From an optimization exercise on the open Yosys and OpenROAD flow, aimed at small area and a short achievable clock period; shortcuts taken in it are not production practice. Where RTL was checked, it was by simulation tests only, not by an equivalence proof against the original.

== v6 ==
==> module HarmonicMean, before the edit <==
module HarmonicMean (
    input wire clk,
    input wire reset,
    input wire [15:0] data1,
    input wire [15:0] data2,
    input wire [15:0] data3,
    input wire [15:0] data4,
    input wire data_valid1,
    input wire data_valid2,
    input wire data_valid3,
    input wire data_valid4,
    output wire [15:0] harmonic_mean,
    output reg data_ready
);
wire [15:0] p12, p34, hm_num, hm_den;
hm_mul16lo u_m12 (.a(data1), .b(data2), .p(p12));
hm_mul16lo u_m34 (.a(data3), .b(data4), .p(p34));
hm_mul16lo u_mn (.a(p12), .b(p34), .p(hm_num));
hm_sum4 u_sum (.a(data1), .b(data2), .c(data3), .d(data4), .s(hm_den));
wire all_valid = data_valid1 & data_valid2 & data_valid3 & data_valid4;
wire [15:0] ra [11:16];
wire [15:11] qa;
assign ra[16] = hm_num;
genvar i;
generate
    for (i = 15; i >= 11; i = i - 1) begin : rowa
        hm_divrow #(.I(i)) u (.r(ra[i+1]), .d(hm_den), .q(qa[i]), .rn(ra[i]));
    end
endgenerate
reg [15:0] rem_q;
reg [15:0] den_q;
reg [15:11] qhi_q;
always @(posedge clk or posedge reset) begin
    if (reset) begin
        rem_q <= 16'd0;
        den_q <= 16'd1;
        qhi_q <= 0;
        data_ready <= 1'b0;
    end else begin
        if (all_valid) begin
            rem_q <= ra[11];
            den_q <= hm_den;
            qhi_q <= qa;
        end
        data_ready <= all_valid;
    end
end
wire [15:0] rb [0:11];
wire [10:0] qb;
assign rb[11] = rem_q;
generate
    for (i = 10; i >= 0; i = i - 1) begin : rowb
        hm_divrow #(.I(i)) u (.r(rb[i+1]), .d(den_q), .q(qb[i]), .rn(rb[i]));
    end
endgenerate
assign harmonic_mean = {qhi_q, qb};
endmodule
clock: 56.0 ns
lec_check: 0
abc_area: 1
cap_margin: 70
core_margin: 2
core_utilization: 40
slew_margin: 70
standard.sh (not shown) runs the stock make flow with config.mk's settings and CLKGATE_MAP_FILE= SYNTH_SCRIPT=/design/flow/synth_recipe.tcl, a recipe that flattens the netlist after the stock synthesis.
==> flow/flow/run.sh <==
#!/bin/bash
# Standard synthesis, then full-adder polarity clean-up on its netlist, then the
# standard layout from that netlist. Each tool's output goes to its own log here.
set -euo pipefail
R=orfs/results/$FLOW_PLATFORM/HarmonicMean/base
bash standard.sh synth > synth.log 2>&1
cp $R/1_2_yosys.v 1_2_yosys.standard.v
python3 flow/fapol.py 1_2_yosys.standard.v $R/1_2_yosys.v > fapol.log 2>&1
bash standard.sh finish SETUP_SLACK_MARGIN=26 > layout.log 2>&1
Other scripts of this flow, unchanged in this note and not shown: flow/flow/fapol.py
> inputs changed (v6 -> v7)
--- a/flow/design.v
+++ b/flow/design.v
@@ -17,40 +17,40 @@
 hm_mul16lo u_m34 (.a(data3), .b(data4), .p(p34));
 hm_mul16lo u_mn (.a(p12), .b(p34), .p(hm_num));
 hm_sum4 u_sum (.a(data1), .b(data2), .c(data3), .d(data4), .s(hm_den));
 wire all_valid = data_valid1 & data_valid2 & data_valid3 & data_valid4;
-wire [15:0] ra [11:16];
-wire [15:11] qa;
+wire [15:0] ra [12:16];
+wire [15:12] qa;
 assign ra[16] = hm_num;
 genvar i;
 generate
-    for (i = 15; i >= 11; i = i - 1) begin : rowa
+    for (i = 15; i >= 12; i = i - 1) begin : rowa
         hm_divrow #(.I(i)) u (.r(ra[i+1]), .d(hm_den), .q(qa[i]), .rn(ra[i]));
     end
 endgenerate
 reg [15:0] rem_q;
 reg [15:0] den_q;
-reg [15:11] qhi_q;
+reg [15:12] qhi_q;
 always @(posedge clk or posedge reset) begin
     if (reset) begin
         rem_q <= 16'd0;
         den_q <= 16'd1;
         qhi_q <= 0;
         data_ready <= 1'b0;
     end else begin
         if (all_valid) begin
-            rem_q <= ra[11];
+            rem_q <= ra[12];
             den_q <= hm_den;
             qhi_q <= qa;
         end
         data_ready <= all_valid;
     end
 end
-wire [15:0] rb [0:11];
-wire [10:0] qb;
-assign rb[11] = rem_q;
+wire [15:0] rb [0:12];
+wire [11:0] qb;
+assign rb[12] = rem_q;
 generate
-    for (i = 10; i >= 0; i = i - 1) begin : rowb
+    for (i = 11; i >= 0; i = i - 1) begin : rowb
         hm_divrow #(.I(i)) u (.r(rb[i+1]), .d(den_q), .q(qb[i]), .rn(rb[i]));
     end
 endgenerate
 assign harmonic_mean = {qhi_q, qb};
### Flow results
Going from v6 to v7, gate count after technology mapping shrank by a few percent. Re area growth from synthesis to layout: v7 and v6 aren't equal, and the higher value belongs to v7. Post-layout instance area ended up 4.0% higher on v7 than on v6. Per the comparison of v7 with v6, clock-buffer cell count saw a decrease. Routed length on met2, v7 and v6: smaller value in v6. The sequential share of layout area reported for v7 is smaller than that of v6 by 0.25 points.
No functional check of the RTL was part of any run of this note.

---

Setup of ember:
HarmonicMean, a different RTL version from the one above (not shown whole).
For scale: roughly 2900 cells after synthesis, ~87 I/O pins.
==> module HarmonicMean, before the edit <==
module HarmonicMean (
    input wire clk,
    input wire reset,
    input wire [15:0] data1,
    input wire [15:0] data2,
    input wire [15:0] data3,
    input wire [15:0] data4,
    input wire data_valid1,
    input wire data_valid2,
    input wire data_valid3,
    input wire data_valid4,
    output wire [15:0] harmonic_mean,
    output reg data_ready
);
wire [15:0] p12, p34, hm_num, hm_den;
hm_mul16lo u_m12 (.a(data1), .b(data2), .p(p12));
hm_mul16lo u_m34 (.a(data3), .b(data4), .p(p34));
hm_mul16lo u_mn (.a(p12), .b(p34), .p(hm_num));
hm_sum4 u_sum (.a(data1), .b(data2), .c(data3), .d(data4), .s(hm_den));
wire all_valid = data_valid1 & data_valid2 & data_valid3 & data_valid4;
wire [15:13] qa;
wire [15:0] a_r15;
hm_divrow #(.I(15)) u_a_row15 (.r(hm_num), .d(hm_den), .q(qa[15]), .rn(a_r15));
wire [15:0] a_r14;
hm_divrow #(.I(14)) u_a_row14 (.r(a_r15), .d(hm_den), .q(qa[14]), .rn(a_r14));
wire [15:0] a_r13;
hm_divrow #(.I(13)) u_a_row13 (.r(a_r14), .d(hm_den), .q(qa[13]), .rn(a_r13));
reg [15:0] rem_q;
reg [15:0] den_q;
reg [15:13] qhi_q;
always @(posedge clk or posedge reset) begin
    if (reset) begin
        rem_q <= 16'd0;
        den_q <= 16'd1;
        qhi_q <= 0;
        data_ready <= 1'b0;
    end else begin
        if (all_valid) begin
            rem_q <= a_r13;
            den_q <= hm_den;
            qhi_q <= qa;
        end
        data_ready <= all_valid;
    end
end
wire [12:0] qb;
wire [15:0] b_r12;
hm_divrow #(.I(12)) u_b_row12 (.r(rem_q), .d(den_q), .q(qb[12]), .rn(b_r12));
wire [15:0] b_r11;
hm_divrow #(.I(11)) u_b_row11 (.r(b_r12), .d(den_q), .q(qb[11]), .rn(b_r11));
wire [15:0] b_r10;
hm_divrow #(.I(10)) u_b_row10 (.r(b_r11), .d(den_q), .q(qb[10]), .rn(b_r10));
wire [15:0] b_r9;
hm_divrow #(.I(9)) u_b_row9 (.r(b_r10), .d(den_q), .q(qb[9]), .rn(b_r9));
wire [15:0] b_r8;
hm_divrow #(.I(8)) u_b_row8 (.r(b_r9), .d(den_q), .q(qb[8]), .rn(b_r8));
wire [15:0] b_r7;
hm_divrow #(.I(7)) u_b_row7 (.r(b_r8), .d(den_q), .q(qb[7]), .rn(b_r7));
wire [15:0] b_r6;
hm_divrow #(.I(6)) u_b_row6 (.r(b_r7), .d(den_q), .q(qb[6]), .rn(b_r6));
wire [15:0] b_r5;
hm_divrow #(.I(5)) u_b_row5 (.r(b_r6), .d(den_q), .q(qb[5]), .rn(b_r5));
wire [15:0] b_r4;
hm_divrow #(.I(4)) u_b_row4 (.r(b_r5), .d(den_q), .q(qb[4]), .rn(b_r4));
wire [15:0] b_r3;
hm_divrow #(.I(3)) u_b_row3 (.r(b_r4), .d(den_q), .q(qb[3]), .rn(b_r3));
wire [15:0] b_r2;
hm_divrow #(.I(2)) u_b_row2 (.r(b_r3), .d(den_q), .q(qb[2]), .rn(b_r2));
wire [15:0] b_r1;
hm_divrow #(.I(1)) u_b_row1 (.r(b_r2), .d(den_q), .q(qb[1]), .rn(b_r1));
wire [15:0] b_r0;
hm_divrow #(.I(0)) u_b_row0 (.r(b_r1), .d(den_q), .q(qb[0]), .rn(b_r0));
assign harmonic_mean = {qhi_q, qb};
endmodule
Settings: LEC_CHECK=0, ABC_AREA=1, CAP_MARGIN=20, CORE_MARGIN=2, CORE_UTILIZATION=40, SLEW_MARGIN=20; clock period 56.0 ns.
==> flow/flow/run.sh <==
#!/bin/bash
# Standard synthesis, then full-adder polarity clean-up on its netlist, then the
# standard layout from that netlist. Each tool's output goes to its own log here.
set -euo pipefail
R=orfs/results/$FLOW_PLATFORM/HarmonicMean/base
bash standard.sh synth > synth.log 2>&1
cp $R/1_2_yosys.v 1_2_yosys.standard.v
python3 flow/fapol.py 1_2_yosys.standard.v $R/1_2_yosys.v > fapol.log 2>&1
bash standard.sh finish SETUP_SLACK_MARGIN=30 "BUFFER_PORTS_ARGS=-buffer_cell sky130_fd_sc_hd__buf_2" > layout.log 2>&1
Other scripts of this flow, unchanged in this note and not shown: flow/flow/fapol.py
The inputs of nickel differ from those of ember as listed below.
--- a/flow/design.v
+++ b/flow/design.v
@@ -18,16 +18,14 @@
 hm_mul16lo u_mn (.a(p12), .b(p34), .p(hm_num));
 hm_sum4 u_sum (.a(data1), .b(data2), .c(data3), .d(data4), .s(hm_den));
 wire all_valid = data_valid1 & data_valid2 & data_valid3 & data_valid4;
-wire [15:13] qa;
+wire [15:14] qa;
 wire [15:0] a_r15;
 hm_divrow #(.I(15)) u_a_row15 (.r(hm_num), .d(hm_den), .q(qa[15]), .rn(a_r15));
 wire [15:0] a_r14;
 hm_divrow #(.I(14)) u_a_row14 (.r(a_r15), .d(hm_den), .q(qa[14]), .rn(a_r14));
-wire [15:0] a_r13;
-hm_divrow #(.I(13)) u_a_row13 (.r(a_r14), .d(hm_den), .q(qa[13]), .rn(a_r13));
 reg [15:0] rem_q;
 reg [15:0] den_q;
-reg [15:13] qhi_q;
+reg [15:14] qhi_q;
 always @(posedge clk or posedge reset) begin
     if (reset) begin
         rem_q <= 16'd0;
@@ -36,16 +34,18 @@
         data_ready <= 1'b0;
     end else begin
         if (all_valid) begin
-            rem_q <= a_r13;
+            rem_q <= a_r14;
             den_q <= hm_den;
             qhi_q <= qa;
         end
         data_ready <= all_valid;
     end
 end
-wire [12:0] qb;
+wire [13:0] qb;
+wire [15:0] b_r13;
+hm_divrow #(.I(13)) u_b_row13 (.r(rem_q), .d(den_q), .q(qb[13]), .rn(b_r13));
 wire [15:0] b_r12;
-hm_divrow #(.I(12)) u_b_row12 (.r(rem_q), .d(den_q), .q(qb[12]), .rn(b_r12));
+hm_divrow #(.I(12)) u_b_row12 (.r(b_r13), .d(den_q), .q(qb[12]), .rn(b_r12));
 wire [15:0] b_r11;
 hm_divrow #(.I(11)) u_b_row11 (.r(b_r12), .d(den_q), .q(qb[11]), .rn(b_r11));
 wire [15:0] b_r10;
Results
- nickel: flow completed, timing, DRC and antenna clean
- ember gets by with more registers than nickel.
- nickel vs. ember: area overhead of the layout relative to synthesis now sits higher; peak fanout along the critical path now sits lower; global-route usage now sits higher; combined area of the multi-input logic cells now sits higher; number of optimization iterations in the first detailed-route pass now sits lower.
- [nickel] arrival time of the worst setup path rose 0.40 ns relative to ember
- [compare] base=ember new=nickel: routed wire length went up, final HPWL from detailed placement -1200 um, post-layout instance count excluding filler cells flat.
- Compared ember against nickel; count of hold-fix buffers inserted at cts within noise.
- nickel does better than ember on global-route wire length before repair.
Function not checked in nickel: the RTL went through the layout flow alone.

---

Setup of the previous run:
HarmonicMean, a different RTL version from the one above (not shown whole).
==> module HarmonicMean, before the edit <==
module HarmonicMean (
    input wire clk,
    input wire reset,
    input wire [15:0] data1,
    input wire [15:0] data2,
    input wire [15:0] data3,
    input wire [15:0] data4,
    input wire data_valid1,
    input wire data_valid2,
    input wire data_valid3,
    input wire data_valid4,
    output wire [15:0] harmonic_mean,
    output reg data_ready
);
wire [15:0] p12, p34, hm_num, hm_den;
hm_mul16lo u_m12 (.a(data1), .b(data2), .p(p12));
hm_mul16lo u_m34 (.a(data3), .b(data4), .p(p34));
hm_mul16lo u_mn (.a(p12), .b(p34), .p(hm_num));
hm_sum4 u_sum (.a(data1), .b(data2), .c(data3), .d(data4), .s(hm_den));
wire all_valid = data_valid1 & data_valid2 & data_valid3 & data_valid4;
wire [15:10] qa;
wire [15:0] a_r15;
hm_divrow #(.I(15)) u_a_row15 (.r(hm_num), .d(hm_den), .q(qa[15]), .rn(a_r15));
wire [15:0] a_r14;
hm_divrow #(.I(14)) u_a_row14 (.r(a_r15), .d(hm_den), .q(qa[14]), .rn(a_r14));
wire [15:0] a_r13;
hm_divrow #(.I(13)) u_a_row13 (.r(a_r14), .d(hm_den), .q(qa[13]), .rn(a_r13));
wire [15:0] a_r12;
hm_divrow #(.I(12)) u_a_row12 (.r(a_r13), .d(hm_den), .q(qa[12]), .rn(a_r12));
wire [15:0] a_r11;
hm_divrow #(.I(11)) u_a_row11 (.r(a_r12), .d(hm_den), .q(qa[11]), .rn(a_r11));
wire [15:0] a_r10;
hm_divrow #(.I(10)) u_a_row10 (.r(a_r11), .d(hm_den), .q(qa[10]), .rn(a_r10));
reg [15:0] rem_q;
reg [15:0] den_q;
reg [15:10] qhi_q;
always @(posedge clk or posedge reset) begin
    if (reset) begin
        rem_q <= 16'd0;
        den_q <= 16'd1;
        qhi_q <= 0;
        data_ready <= 1'b0;
    end else begin
        if (all_valid) begin
            rem_q <= a_r10;
            den_q <= hm_den;
            qhi_q <= qa;
        end
        data_ready <= all_valid;
    end
end
wire [9:0] qb;
wire [15:0] b_r9;
hm_divrow #(.I(9)) u_b_row9 (.r(rem_q), .d(den_q), .q(qb[9]), .rn(b_r9));
wire [15:0] b_r8;
hm_divrow #(.I(8)) u_b_row8 (.r(b_r9), .d(den_q), .q(qb[8]), .rn(b_r8));
wire [15:0] b_r7;
hm_divrow #(.I(7)) u_b_row7 (.r(b_r8), .d(den_q), .q(qb[7]), .rn(b_r7));
wire [15:0] b_r6;
hm_divrow #(.I(6)) u_b_row6 (.r(b_r7), .d(den_q), .q(qb[6]), .rn(b_r6));
wire [15:0] b_r5;
hm_divrow #(.I(5)) u_b_row5 (.r(b_r6), .d(den_q), .q(qb[5]), .rn(b_r5));
wire [15:0] b_r4;
hm_divrow #(.I(4)) u_b_row4 (.r(b_r5), .d(den_q), .q(qb[4]), .rn(b_r4));
wire [15:0] b_r3;
hm_divrow #(.I(3)) u_b_row3 (.r(b_r4), .d(den_q), .q(qb[3]), .rn(b_r3));
wire [15:0] b_r2;
hm_divrow #(.I(2)) u_b_row2 (.r(b_r3), .d(den_q), .q(qb[2]), .rn(b_r2));
wire [15:0] b_r1;
hm_divrow #(.I(1)) u_b_row1 (.r(b_r2), .d(den_q), .q(qb[1]), .rn(b_r1));
wire [15:0] b_r0;
hm_divrow #(.I(0)) u_b_row0 (.r(b_r1), .d(den_q), .q(qb[0]), .rn(b_r0));
assign harmonic_mean = {qhi_q, qb};
endmodule
==> flow/config.mk <==
export PLATFORM = sky130hd
export DESIGN_NAME = HarmonicMean
export DESIGN_NICKNAME = HarmonicMean
export VERILOG_FILES = /design/flow/design.v
export SDC_FILE = /design/flow/constraint.sdc
export NUM_CORES = 4
export LEC_CHECK = 0
export ABC_AREA = 1
export CAP_MARGIN = 20
export CORE_MARGIN = 2
export CORE_UTILIZATION = 40
export SLEW_MARGIN = 20
==> flow/constraint.sdc <==
create_clock -name core_clock -period 56.0 [get_ports {clk}]
set_input_delay 11.2000 -clock core_clock [delete_from_list [all_inputs] [get_ports {clk}]]
set_output_delay 11.2000 -clock core_clock [all_outputs]
set_load 0.01 [all_outputs]
Scripts as last shown in full above: flow/flow/run.sh
Other scripts of this flow, unchanged in this note and not shown: flow/flow/fapol.py
diff inputs: the previous run => the current run
--- a/flow/design.v
+++ b/flow/design.v
@@ -18,7 +18,7 @@
 hm_mul16lo u_mn (.a(p12), .b(p34), .p(hm_num));
 hm_sum4 u_sum (.a(data1), .b(data2), .c(data3), .d(data4), .s(hm_den));
 wire all_valid = data_valid1 & data_valid2 & data_valid3 & data_valid4;
-wire [15:10] qa;
+wire [15:9] qa;
 wire [15:0] a_r15;
 hm_divrow #(.I(15)) u_a_row15 (.r(hm_num), .d(hm_den), .q(qa[15]), .rn(a_r15));
 wire [15:0] a_r14;
@@ -31,9 +31,11 @@
 hm_divrow #(.I(11)) u_a_row11 (.r(a_r12), .d(hm_den), .q(qa[11]), .rn(a_r11));
 wire [15:0] a_r10;
 hm_divrow #(.I(10)) u_a_row10 (.r(a_r11), .d(hm_den), .q(qa[10]), .rn(a_r10));
+wire [15:0] a_r9;
+hm_divrow #(.I(9)) u_a_row9 (.r(a_r10), .d(hm_den), .q(qa[9]), .rn(a_r9));
 reg [15:0] rem_q;
 reg [15:0] den_q;
-reg [15:10] qhi_q;
+reg [15:9] qhi_q;
 always @(posedge clk or posedge reset) begin
     if (reset) begin
         rem_q <= 16'd0;
@@ -42,18 +44,16 @@
         data_ready <= 1'b0;
     end else begin
         if (all_valid) begin
-            rem_q <= a_r10;
+            rem_q <= a_r9;
             den_q <= hm_den;
             qhi_q <= qa;
         end
         data_ready <= all_valid;
     end
 end
-wire [9:0] qb;
-wire [15:0] b_r9;
-hm_divrow #(.I(9)) u_b_row9 (.r(rem_q), .d(den_q), .q(qb[9]), .rn(b_r9));
+wire [8:0] qb;
 wire [15:0] b_r8;
-hm_divrow #(.I(8)) u_b_row8 (.r(b_r9), .d(den_q), .q(qb[8]), .rn(b_r8));
+hm_divrow #(.I(8)) u_b_row8 (.r(rem_q), .d(den_q), .q(qb[8]), .rn(b_r8));
 wire [15:0] b_r7;
 hm_divrow #(.I(7)) u_b_row7 (.r(b_r8), .d(den_q), .q(qb[7]), .rn(b_r7));
 wire [15:0] b_r6;
==> run summary <==
Going from the previous run to the current run, cell count after synthesis grew slightly. Between the current run and the previous run, it is the current run whose minimum clock period after layout is higher, by 0.026 ns. The current run vs the previous run: y dimension of the die down. Going from the previous run to the current run, worst path arrival time grows by 0.04 ns. The starting utilization of the core area number comes out lower for the current run vs the previous run. Total inserted antenna cells essentially unchanged between the current run and the previous run. [the current run vs the previous run] total length of routed met2 wires: lower in the current run. Looking at design area, the current run sits about 1.8% below the previous run. Post-route non-filler standard cell count came out higher on the current run than on the previous run. Changes observed in the current run relative to the previous run: global-route congestion overflow total stayed essentially flat; setup slack fell by 0.026 ns. Against the previous run, synthesized area in the current run came out better. Compared with the previous run, the current run shows a path length in cells of the critical path that is 7 higher.
No functional check of the RTL was part of any run of this note.

separate check: timing with driven ports:
In the flow no input, the clock included, has a driving cell. The finished layouts below were timed again as built, in two steps. Step 1 sets driving cells, clkbuf_16 on the clock port and buf_2 on the other inputs (assumed; they add their load-dependent delay and slew). Step 2 adds t to the input delays and takes it off the output delays; t is the mean of the earliest and latest rising clock arrival at the registers after step 1. Input paths then give back, and output paths get back, about the clock's delay inside the block. a / b / c = no drivers / after step 1 / after step 2; a / b = the first two.
| run | t, ns | setup WS [ns] | hold slack, ns | worst setup path after step 2 | slew at the worst register clock pin (ns) |
|---|---|---|---|---|---|
| v6 | 0.319 | 26.665 / 26.621 / 26.940 | 0.521 / 0.521 / 0.521 | register to output | 0.06 / 0.06 |
| v7 | 0.321 | 25.014 / 24.975 / 25.296 | 0.516 / 0.516 / 0.516 | register to output | 0.06 / 0.06 |
| ember | 0.321 | 31.408 / 31.361 / 31.682 | 0.512 / 0.512 / 0.512 | register to output | 0.06 / 0.06 |
| nickel | 0.331 | 31.012 / 30.968 / 31.298 | 0.506 / 0.506 / 0.506 | register to output | 0.06 / 0.06 |
| the previous run | 0.336 | 31.216 / 31.243 / 30.907 | 0.494 / 0.494 / 0.494 | input to register | 0.07 / 0.07 |
| the current run | 0.321 | 31.190 / 31.207 / 30.886 | 0.481 / 0.481 / 0.481 | input to register | 0.07 / 0.07 |
After both steps every run listed still meets setup and hold. For the previous run, which loses most, drivers alone change the setup slack by +0.027 ns; drivers and shift together by -0.309 ns.
